This design comes from an exercise in tuning for small area, a short achievable clock period and few clock cycles on the open sky130 flow, not from production work.
In this exercise RTL edits were held to simulation tests only and were not proved equivalent to the original.
No activity file was given, so power comes from the tool's default toggle rates.

==> flow/design.v <==
`timescale 1ns/1ps
module dut (
    input clk,
    input rst,
    input start,
    input [7:0] a,
    input [7:0] b,
    output reg [7:0] y,
    output reg ready
);
    wire [2:0] L = a[2:0];
    wire [3:0] H = a[6:3];
    wire [5:0] L2 = L * L;
    wire [3:0] P = H * L;                  
    wire ge24  = b[4] & b[3];
    wire hi216 = b[5] | ge24;              
    wire c2 = b[7] | b[6];                 
    wire c1 = b[7] ? (b[6] & hi216)        
                   : (~b[6] & (b[5] | b[4] | b[3]));    
    wire z00 = b[5] | (ge24 & (b[2] | (b[1] & b[0])))
             | (~(b[5] | b[4] | b[3]) & (b[2] | b[1] | b[0]));
    wire z01 = b[5] & ge24 & b[2] & (b[1] | b[0]);
    wire c0 = b[7] ? ~(b[6] & hi216) : (b[6] ? z01 : z00);
    wire [5:0] lo = L2 + {3'd0, c2, c1, c0};
    wire [3:0] hi = P + {a[3], 2'b00} + {2'b00, lo[5:4]};
    always @(posedge clk) begin
        y     <= {hi, lo[3:0]};
        ready <= start & ~rst;
    end
endmodule
==> flow/flow/run.sh <==
#!/bin/bash
# The standard ORFS layout (standard.sh) with three changes:
#  - synthesis maps the logic with flow/map.abc (see flow/mysynth.tcl);
#  - no full-adder extraction (ADDER_MAP_FILE empty), so ABC sees all logic;
#  - the port buffers are plain buf_1 cells.
set -euo pipefail
here=$(pwd)
bash standard.sh "SYNTH_SCRIPT=$here/flow/mysynth.tcl" ADDER_MAP_FILE= \
  "BUFFER_PORTS_ARGS=-buffer_cell sky130_fd_sc_hd__buf_1" finish > standard_flow.log 2>&1
==> flow/flow/map.abc <==
strash
&get -n
&deepsyn -J 1000
&put
if -g
strash
&get -n
&dch
&nf -p
&put
topo
stime -c
==> flow/flow/mysynth.tcl <==
# The standard synthesis script (synth_recipe.tcl), with ORFS's ABC mapping
# script replaced by flow/map.abc.
set my_abc_script [file join [file dirname [file normalize [info script]]] map.abc]
proc synth {args} { yosys synth -nofsm -noshare {*}$args }
proc abc {args} {
  set i [lsearch -exact $args -script]
  if { $i >= 0 } { lset args [expr {$i + 1}] $::my_abc_script }
  yosys abc {*}$args
}
source $::env(SCRIPTS_DIR)/synth.tcl
# left out here: clear keep_hierarchy, flatten, clean up, hide names made inside functions, write 1_2_yosys.v
==> flow/standard.sh <==
#!/bin/bash
# synth_recipe.tcl (not shown) runs the flow's synth.tcl, then flattens the netlist and writes it again
# the make line also repeats each setting of config.mk as NAME=value (left out here)
make -C /OpenROAD-flow-scripts/flow DESIGN_CONFIG=/design/flow/config.mk WORK_HOME=/design/flow/orfs CLKGATE_MAP_FILE= SYNTH_SCRIPT=/design/flow/synth_recipe.tcl "${@:-finish}"
==> flow/config.mk <==
export PLATFORM = sky130hd
export DESIGN_NAME = dut
export DESIGN_NICKNAME = dut
export VERILOG_FILES = /design/flow/design.v
export SDC_FILE = /design/flow/constraint.sdc
export NUM_CORES = 4
export LEC_CHECK = 0
export CAP_MARGIN = 20
export CORE_AREA = 3 3 61 61
export DIE_AREA = 0 0 64 64
export SETUP_SLACK_MARGIN = 3.15
export SLEW_MARGIN = 20
==> flow/constraint.sdc <==
create_clock -name core_clock -period 5.0 [get_ports {clk}]
set_input_delay 1.0000 -clock core_clock [delete_from_list [all_inputs] [get_ports {clk}]]
set_output_delay 1.0000 -clock core_clock [all_outputs]
set_load 0.01 [all_outputs]
==> impl_metrics.env, run 1 <==
export IMPL_startpoint_type="input pin"
export IMPL_final_common_cell="buf_1"
export IMPL_outcome="complete, no violations"
export IMPL_cts_post_setup_buffers_inserted=0
export IMPL_p_sw_frac=0.2801
export IMPL_die_width_um=64
export IMPL_portBuffers=26
export IMPL_cts_buffer_depth=2
export IMPL_cpLargestDelayFamily="simple AND/OR/NAND/NOR gates"
export IMPL_pwr_share_comb=0.268
export IMPL_synthMuxAreaShare=0.03951
export IMPL_async_flop_share=0
export IMPL_seqPwrFrac=0.452
export IMPL_final_setup_tns_ps=0
export IMPL_final_cell_mix="buf_1 (21), nand2_1 (11), dfxtp_1 (9)"
export IMPL_initial_core_util=0.1620
export IMPL_synth_fa_ha_area_frac=0
export IMPL_fmax_ghz=0.5632
export IMPL_maxSlewHeadroom=0.8239
export IMPL_crit_chain="buf_1, nand2b_4, o311ai_2, nand4_1, nor2b_1"
export IMPL_critPathMaxStageDelay_ps=290
export IMPL_p_leak_nw=0.2632
export IMPL_rows=20
export IMPL_routed_via_count=574
export IMPL_clockRootBuffer="clkbuf_4"
export IMPL_synth_ff_type="dfxtp_1"
export IMPL_layout_drive_gt1_share=0.1158
export IMPL_end_kind="flip-flop"
export IMPL_crit_slowest_cell="o311ai_2"
export IMPL_crit_buf_inv=1
export IMPL_place_congestion=0.7638
export IMPL_totalWireLength_mm=1.338
export IMPL_cts_made_buffers=3
export IMPL_core_um2=3128
export IMPL_grt_pass1_wl_mm=2.139
export IMPL_synth_cell_types=25
export IMPL_synth_top_family_by_area="compound AO/OA/AOI/OAI gates"
export IMPL_synthCells=65
export IMPL_synthXorXnorAreaFrac=0.03457
export IMPL_drtAntennaViolNets=0
export IMPL_num_antenna_cells=0
export IMPL_yosysSeqAreaShare=0.3556
export IMPL_hold_violations=0
export IMPL_max_cap_violations=0
export IMPL_dpl_hpwl_mm=1.119
export IMPL_ys_warn_count=1
export IMPL_synth_edff_count=0
export IMPL_maxSlewViolCount=0
export IMPL_period_share=0.3551
export IMPL_cellPowerDensity_nw_per_um2=253.2
export IMPL_cp_data_arrival_time_ps=1910
export IMPL_crit_fanout=4
export IMPL_synth_compound_area_frac=0.3284
export IMPL_peakVddDrop_mv=0.05093
export IMPL_clock_sinks=9
export IMPL_rsz0062_at_grt="yes"
export IMPL_wl_per_cell_um=9.626
export IMPL_vias_per_cell=4.129
export IMPL_fin_crit_ps=1775
export IMPL_grt_max_degree=13
export IMPL_gr_total_overflow=0
export IMPL_drc_errors=0
export IMPL_hold_path_class="input pin to flip-flop"
export IMPL_nets=115
export IMPL_clockPowerShare=0.280
export IMPL_drt_iter0_drc=14
export IMPL_cts_max_level=1
export IMPL_area_delta_synth_final_pct=40.74
export IMPL_drt_first_pass_iters=3
export IMPL_worst_slew_pin_slew_ps=264.2
export IMPL_grtUsageTotal=0.06415
export IMPL_clkTransAtPathRegs_ps=50
export IMPL_holdBufCountCts=0
export IMPL_finish_utilization=0.2280
export IMPL_die_y_um=64
export IMPL_worstSetupPathType="input pin to flip-flop"
export IMPL_synth_area_um2=506.7
export IMPL_cellInternalPower_mw=0.1300
export IMPL_syn_avg_cell_area_um2=7.796
export IMPL_setup_viol=0
export IMPL_die_area_um2=4096
export IMPL_grt_pass1_vias=514
export IMPL_synth_seq_cells=9
export IMPL_antenna_found_initial=0
export IMPL_required_ps=5140
export IMPL_synth_simple_gate_area_frac=0.2420
export IMPL_switching_power_mw=0.05059
export IMPL_p_total_mw=0.1806
export IMPL_syn_nets=84
export IMPL_cts_tree="built"
export IMPL_io_pin_count=28
==> cell usage after synthesis (2+ instances only) <==
library cell  instances  area (µm²)
o21ai_0               5       25.02
nand2_1              11       41.29
mux2i_1               2       20.02
nor2_1                6       22.52
nand3_1               2       10.01
nor2b_1               2       12.51
or2_0                 2       12.51
o211ai_1              3       22.52
nand2b_1              2       12.51
a31oi_1               4       25.02
a21oi_1               3       15.01
xnor2_1               2       17.52
dfxtp_1               9       180.2
==> logic make-up (layout without fill, tap and decap cells) <==
group           Yosys count  in the layout
buf+inv                   0             30
xor+xnor                  2              2
simple gates             27             27
flops                     9              9
compound gates           25             25
mux                       2              2
==> final cells by class <==
type | count | area [µm²]
Fill cell | 353 | 2415
Multi-Input combinational cell | 56 | 347.8
Sequential cell | 9 | 180.2
Timing Repair Buffer | 26 | 103.9
Tap cell | 44 | 55.05
Clock buffer | 4 | 26.28
==> power groups by stage <==
stage,Clock [mW],Sequential (mW),Combinational [mW]
floorplan,0,0.0881,0.0208
global placement,0,0.0835,0.0441
detailed placement,0,0.0833,0.0459
CTS,0.0530,0.0817,0.0471
global route,0.0571,0.0825,0.0549
finish,0.0506,0.0816,0.0483
==> through the flow <==
stage	std cells	setup slack (ps)	hold slack [ps]	area [µm²]
4_1_cts	139	3174	914.2	696.9
3_5_place_dp	135	2789	1179	659.4
5_1_grt	139	3140	926.1	713.2
2_1_floorplan	65	3161	1072	506.7
3_3_place_gp	135	2787	1158	659.4
6_report	139	3225	917.3	713.2
==> path summary, 6_finish.rpt <==
path | from | endpoint | slack, ps | cells past startpoint
max | b[7] | y[0] | 3220 | 5
min | rst | ready | 920 | 2
==> flip-flops by register name, indices dropped and copies added (netlist names) <==
signal	count
ready	1
y	8
==> per-layer routing <==
layer	vias to the layer above	part of all wire	track usage
met2	16	0.50	0.1148
met5	-	0	0
met4	0	0.0090	0.03235
met3	2	0.083	0.01757
met1	250	0.41	0.06801
li1	306	-	-
==> timing repair <==
item	in CTS	in global routing
gates cloned	0	0
pin swaps	0	2
resized for setup	5	4
endpoints found under the setup margin	2	5
Testbench counts, summed over its fixed seeds: cycles 768.
==> run 2: changes to the inputs <==
--- a/flow/config.mk
+++ b/flow/config.mk
@@ -8,5 +8,5 @@
 export CAP_MARGIN = 20
 export CORE_AREA = 3 3 61 61
 export DIE_AREA = 0 0 64 64
-export SETUP_SLACK_MARGIN = 3.15
+export SETUP_SLACK_MARGIN = 3.1
 export SLEW_MARGIN = 20
==> run 2 against run 1 <==
  * Critical endpoint is now y[6]
  * Critical path depth unchanged
  * Critical path type unchanged
  * Design area down 1.2%
  * Worst hold slack worse by 0.71 ps
  * Largest power group unchanged
  * Power down 0.58%
  * Synthesized cell count unchanged
  * Sequential power about the same
  * Via count down 1.4%
  * Area after synthesis unchanged
==> impl_metrics.env, run 2 <==
export IMPL_critPathMaxStageDelay_ps=230
export IMPL_die_y_um=64
export IMPL_nets=115
export IMPL_synth_ff_type="dfxtp_1"
export IMPL_maxSlewHeadroom=0.8214
export IMPL_clockRootBuffer="clkbuf_4"
export IMPL_cellInternalPower_mw=0.1294
export IMPL_grt_pass1_vias=508
export IMPL_wl_per_cell_um=9.288
export IMPL_routed_via_count=566
export IMPL_fmax_ghz=0.5657
export IMPL_drt_iter0_drc=14
export IMPL_grt_pass1_wl_mm=2.111
export IMPL_whs_path_depth=2
export IMPL_hold_ws_ps=916.6
export IMPL_num_antenna_cells=0
export IMPL_core_um2=3128
export IMPL_maxSlewViolCount=0
export IMPL_clockPowerShare=0.283
export IMPL_die_width_um=64
export IMPL_seqPwrFrac=0.455
export IMPL_synth_cell_types=25
export IMPL_crit_slowest_cell="or2_0"
export IMPL_fin_ws_ps=3232
export IMPL_rows=20
export IMPL_worstSetupPathType="input pin to flip-flop"
export IMPL_largestRegisters="y (8), ready (1)"
export IMPL_cts_buffer_depth=2
export IMPL_cts_post_setup_buffers_inserted=0
export IMPL_pwr_share_comb=0.263
export IMPL_worst_slew_pin_slew_ps=267.9
export IMPL_crit_chain="buf_1, or2_0, o211ai_1, a31oi_1, xnor2_1"
export IMPL_dpl_cell_area_um2=659.4
export IMPL_outcome="complete, no violations"
export IMPL_path_depth=5
export IMPL_drtAntennaViolNets=0
export IMPL_required_ps=5130
export IMPL_largest_register_ffs=8
export IMPL_max_cap_violations=0
export IMPL_cts_max_level=1
export IMPL_synthTopCellsByCount="nand2_1 (11), dfxtp_1 (9), nor2_1 (6)"
export IMPL_crit_fanout=6
export IMPL_synthCells=65
export IMPL_fin_crit_ps=1768
export IMPL_die_area_um2=4096
export IMPL_grtUsageTotal=0.06342
export IMPL_yosysTopAreaCell="dfxtp_1"
export IMPL_p_leak_nw=0.2543
export IMPL_cts_tree="built"
export IMPL_p_total_mw=0.1796
export IMPL_yosysMostFrequentCell="nand2_1"
export IMPL_rsz0062_at_grt="no"
export IMPL_peakVddDrop_mv=0.05091
export IMPL_setup_viol=0
export IMPL_cpLargestDelayFamily="compound AO/OA/AOI/OAI gates"
export IMPL_async_flop_share=0
export IMPL_grt_max_degree=13
export IMPL_regMostFlops="y"
export IMPL_layout_drive_gt1_share=0.09474
export IMPL_period_share=0.3535
export IMPL_vias_per_cell=4.072
export IMPL_final_common_cell="buf_1"
export IMPL_p_sw_frac=0.2793
export IMPL_dp_slack_ps=2789
export IMPL_synth_edff_count=0
export IMPL_place_congestion=0.7638
export IMPL_synth_seq_cells=9
export IMPL_gr_total_overflow=0
export IMPL_cellPowerDensity_nw_per_um2=254.9
export IMPL_cts_made_buffers=3
export IMPL_totalWireLength_mm=1.291
export IMPL_final_area_um2=704.4
export IMPL_portBuffers=26
export IMPL_crit_buf_inv=1
export IMPL_switching_power_mw=0.05016
export IMPL_drt_first_pass_iters=2
export IMPL_yosys_top_cells_area="dfxtp_1 (36%), nand2_1 (8.1%), a31oi_1 (4.9%), o21ai_0 (4.9%), nor2_1 (4.4%)"
export IMPL_synth_area_um2=506.7
export IMPL_hold_violations=0
export IMPL_fillers=354
export IMPL_end_kind="flip-flop"
export IMPL_hold_path_class="input pin to flip-flop"
export IMPL_antenna_found_initial=0
export IMPL_dpl_hpwl_mm=1.119
export IMPL_instances_no_fill=139
export IMPL_initial_core_util=0.1620
export IMPL_io_pin_count=28
export IMPL_startpoint_type="input pin"
export IMPL_yosysSeqAreaShare=0.3556
export IMPL_syn_nets=84
export IMPL_clkTransAtPathRegs_ps=50
export IMPL_synth_top_area_share=0.3556
export IMPL_area_delta_synth_final_pct=39.01
export IMPL_finish_utilization=0.2252
export IMPL_clock_sinks=9
export IMPL_final_cell_mix="buf_1 (22), nand2_1 (11), dfxtp_1 (9)"
export IMPL_ys_warn_count=1
export IMPL_drc_errors=0
export IMPL_syn_avg_cell_area_um2=7.796
export IMPL_final_setup_tns_ps=0
export IMPL_cp_data_arrival_time_ps=1900
export IMPL_dp_cells=135
==> run 2: cell counts after synthesis <==
No cell type changed its count.
==> run 2: layer usage <==
layer	vias to the layer above	global-route usage	routed length, µm
li1	304	-	-
met1	244	0.06695	536
met2	16	0.1135	633
met3	2	0.01757	110
met4	0	0.03235	12
met5	-	0	0
==> run 2: path summary, 6_finish.rpt <==
check / start / end / slack (ps)
max: a[4] / y[6] / 3230
min: rst / ready / 920
==> run 2: area by class of cell <==
class / count / area (µm²) / share of cell area
multi-input cells: 56 / 340.3 / 0.4831
clock buffers: 4 / 26.28 / 0.03730
flip-flops and latches: 9 / 180.2 / 0.2558
repair buffers: 26 / 102.6 / 0.1456
well taps: 44 / 55.05 / 0.07815
==> run 2: kinds of logic (layout without fill, tap and decap cells) <==
family,after synthesis,count (layout),share of synthesized area
AO/OA/AOI/OAI,25,25,0.3284
XOR/XNOR,2,2,0.03457
buffers and inverters,0,30,0
flip-flops,9,9,0.3556
multiplexers,2,2,0.03951
AND/OR/NAND/NOR,27,27,0.2420
==> run 2: power by group through the flow <==
stage	logic, mW	registers [mW]	clock network, mW
after global routing	0.0538	0.0825	0.0571
after global placement	0.0441	0.0835	0
after floorplan	0.0208	0.0881	0
final	0.0472	0.0816	0.0508
after CTS	0.0463	0.0817	0.0530
after detailed placement	0.0459	0.0833	0
==> run 2: timing repair <==
item	4_1_cts	5_1_grt
hold endpoints to repair	0	0
hold buffers	0	0
setup endpoints to repair	1	3
resized for setup	2	4
==> run 3: changes to the inputs <==
--- a/flow/config.mk
+++ b/flow/config.mk
@@ -5,8 +5,8 @@
 export SDC_FILE = /design/flow/constraint.sdc
 export NUM_CORES = 4
 export LEC_CHECK = 0
-export CAP_MARGIN = 20
+export CAP_MARGIN = 0
 export CORE_AREA = 3 3 61 61
 export DIE_AREA = 0 0 64 64
 export SETUP_SLACK_MARGIN = 3.1
-export SLEW_MARGIN = 20
+export SLEW_MARGIN = 0
==> run 3 against run 2 <==
  * Still clean
  * Die area is the same
  * Final cell count is the same
  * Area after synthesis is the same
  * Design area is the same
  * Wire length unchanged
  * Non-clock buffer count did not move
  * Clock power about the same
  * Critical endpoint unchanged
==> impl_metrics.env, run 3 <==
export IMPL_p_total_mw=0.1796
export IMPL_switching_power_mw=0.05016
export IMPL_peakVddDrop_mv=0.05091
export IMPL_nets=115
export IMPL_fin_crit_ps=1768
export IMPL_fmax_ghz=0.5657
export IMPL_cts_tree="built"
export IMPL_syn_nets=84
export IMPL_yosysSeqAreaShare=0.3556
export IMPL_crit_chain="buf_1, or2_0, o211ai_1, a31oi_1, xnor2_1"
export IMPL_hold_ws_ps=916.6
export IMPL_synth_area_um2=506.7
export IMPL_yosys_top_cells_area="dfxtp_1 (36%), nand2_1 (8.1%), a31oi_1 (4.9%), o21ai_0 (4.9%), nor2_1 (4.4%)"
export IMPL_grt_pass1_wl_mm=2.111
export IMPL_final_common_cell="buf_1"
export IMPL_critPathMaxStageDelay_ps=230
export IMPL_rsz0062_at_grt="no"
export IMPL_drc_errors=0
export IMPL_die_width_um=64
export IMPL_end_kind="flip-flop"
export IMPL_startpoint_type="input pin"
export IMPL_largestRegisters="y (8), ready (1)"
export IMPL_hold_violations=0
export IMPL_rows=20
export IMPL_p_sw_frac=0.2793
export IMPL_vias_per_cell=4.072
export IMPL_die_area_um2=4096
export IMPL_p_leak_nw=0.2543
export IMPL_num_antenna_cells=0
export IMPL_syn_avg_cell_area_um2=7.796
export IMPL_synth_ff_type="dfxtp_1"
export IMPL_period_share=0.3535
export IMPL_portBuffers=26
export IMPL_maxSlewViolCount=0
export IMPL_seqPwrFrac=0.455
export IMPL_cellInternalPower_mw=0.1294
export IMPL_yosysTopAreaCell="dfxtp_1"
export IMPL_die_y_um=64
export IMPL_clockPowerShare=0.283
export IMPL_synthTopCellsByCount="nand2_1 (11), dfxtp_1 (9), nor2_1 (6)"
export IMPL_hold_path_class="input pin to flip-flop"
export IMPL_synthCells=65
export IMPL_final_cell_mix="buf_1 (22), nand2_1 (11), dfxtp_1 (9)"
export IMPL_place_congestion=0.7638
export IMPL_largest_register_ffs=8
export IMPL_yosysMostFrequentCell="nand2_1"
export IMPL_routed_via_count=566
export IMPL_drt_first_pass_iters=2
export IMPL_ys_warn_count=1
export IMPL_pwr_share_comb=0.263
export IMPL_wl_per_cell_um=9.288
export IMPL_area_delta_synth_final_pct=39.01
export IMPL_crit_fanout=6
export IMPL_cellPowerDensity_nw_per_um2=254.9
export IMPL_totalWireLength_mm=1.291
export IMPL_worstSetupPathType="input pin to flip-flop"
export IMPL_clkTransAtPathRegs_ps=50
export IMPL_clock_sinks=9
export IMPL_maxSlewHeadroom=0.8214
export IMPL_cts_max_level=1
export IMPL_gr_total_overflow=0
export IMPL_final_setup_tns_ps=0
export IMPL_outcome="complete, no violations"
export IMPL_grt_max_degree=13
export IMPL_synth_cell_types=25
export IMPL_cts_made_buffers=3
export IMPL_grt_pass1_vias=508
export IMPL_initial_core_util=0.1620
export IMPL_synth_seq_cells=9
export IMPL_fillers=354
export IMPL_core_um2=3128
export IMPL_regMostFlops="y"
export IMPL_io_pin_count=28
export IMPL_drtAntennaViolNets=0
export IMPL_required_ps=5130
export IMPL_antenna_found_initial=0
export IMPL_async_flop_share=0
export IMPL_layout_drive_gt1_share=0.09474
export IMPL_max_cap_violations=0
export IMPL_synth_edff_count=0
export IMPL_drt_iter0_drc=14
export IMPL_dpl_hpwl_mm=1.119
export IMPL_synth_top_area_share=0.3556
export IMPL_cp_data_arrival_time_ps=1900
export IMPL_setup_viol=0
export IMPL_worst_slew_pin_slew_ps=267.9
export IMPL_cts_buffer_depth=2
export IMPL_clockRootBuffer="clkbuf_4"
export IMPL_grtUsageTotal=0.06342
export IMPL_crit_slowest_cell="or2_0"
## run 3: cell counts after synthesis
Identical to the previous run, type by type.
## run 3: area by class of cell
type	instances	area (µm²)	area share
sequential	9	180.2	0.2558
tap	44	55.05	0.07815
clock buffer	4	26.28	0.03730
timing repair buffer	26	102.6	0.1456
multi-input combinational	56	340.3	0.4831
## run 3: worst max-delay path: cells and delay by family
family                    cells  cell delay, ps
buffers and inverters         1             220
xor gates and xnor gates      1              90
and+or+nand+nor               1             230
AOI/OAI and AO/OA             2             350
## run 3: routing by layer
metal | up-vias | track usage | routed length (µm)
li1 | 304 | - | -
met1 | 244 | 0.06695 | 536
met2 | 16 | 0.1135 | 633
met3 | 2 | 0.01757 | 110
met4 | 0 | 0.03235 | 12
met5 | - | 0 | 0
## run 3: cell families (layout without fill, tap and decap cells)
kind of cell	after synthesis	in the layout	synth area share
compound gates	25	25	0.3284
xor+xnor	2	2	0.03457
buf+inv	0	30	0
simple gates	27	27	0.2420
flops	9	9	0.3556
mux	2	2	0.03951
## run 3: per-stage QoR
stage                     setup WS [ps]  cell area [µm²]  utilization  instances
after floorplan                    3161            506.7            -         65
after global placement             2787            659.4       0.2108        135
after detailed placement           2789            659.4       0.2108        135
after CTS                          3118            688.2       0.2200        139
after global routing               3123            704.4       0.2252        139
final                              3232            704.4       0.2252        139
## run 3: worst paths after layout
| kind | from | to | slack, ps | cells after the start |
|---|---|---|---|---|
| min | rst | ready | 920 | 2 |
| max | a[4] | y[6] | 3230 | 5 |
## run 3: repair_timing
action | 4_1_cts | 5_1_grt
setup endpoints to repair | 1 | 3
buffers inserted | 0 | 0
gates resized for setup | 2 | 4
hold buffers | 0 | 0
gates cloned | 0 | 0
## run 3: power groups by stage
stage | Clock [mW] | Combinational, mW | Sequential, mW
floorplan | 0 | 0.0208 | 0.0881
global route | 0.0571 | 0.0538 | 0.0825
CTS | 0.0530 | 0.0463 | 0.0817
detailed placement | 0 | 0.0459 | 0.0833
global placement | 0 | 0.0441 | 0.0835
finish | 0.0508 | 0.0472 | 0.0816

## what the ideal ports hide
No port has a modelled driver above. Below, the same layouts with a new extraction and two added sets of constraints. Step 1, drivers: a clkbuf_16 drives clk and a buf_2 each remaining input, both assumed. Step 2 also shifts input and output timing later by t, the mid clock arrival at the registers, as if the neighbouring blocks saw the same clock. Three values: ideal ports, drivers, drivers and shift; two values: the first two.
run	t, ns	setup slack, ns	worst hold slack (ns)	worst setup path after step 2	pins driven straight from the clock port
run 1	0.262	3.225 / 3.218 / 2.956	0.917 / 0.925 / 1.187	input to register	1
run 2	0.262	3.232 / 3.227 / 2.965	0.917 / 0.925 / 1.187	input to register	1
run 3	0.262	3.232 / 3.227 / 2.965	0.917 / 0.925 / 1.187	input to register	1
After both steps setup and hold are still met in every run listed. The setup slack of run 1, which loses most, moves by -0.007 ns with the drivers and by -0.269 ns with both steps.
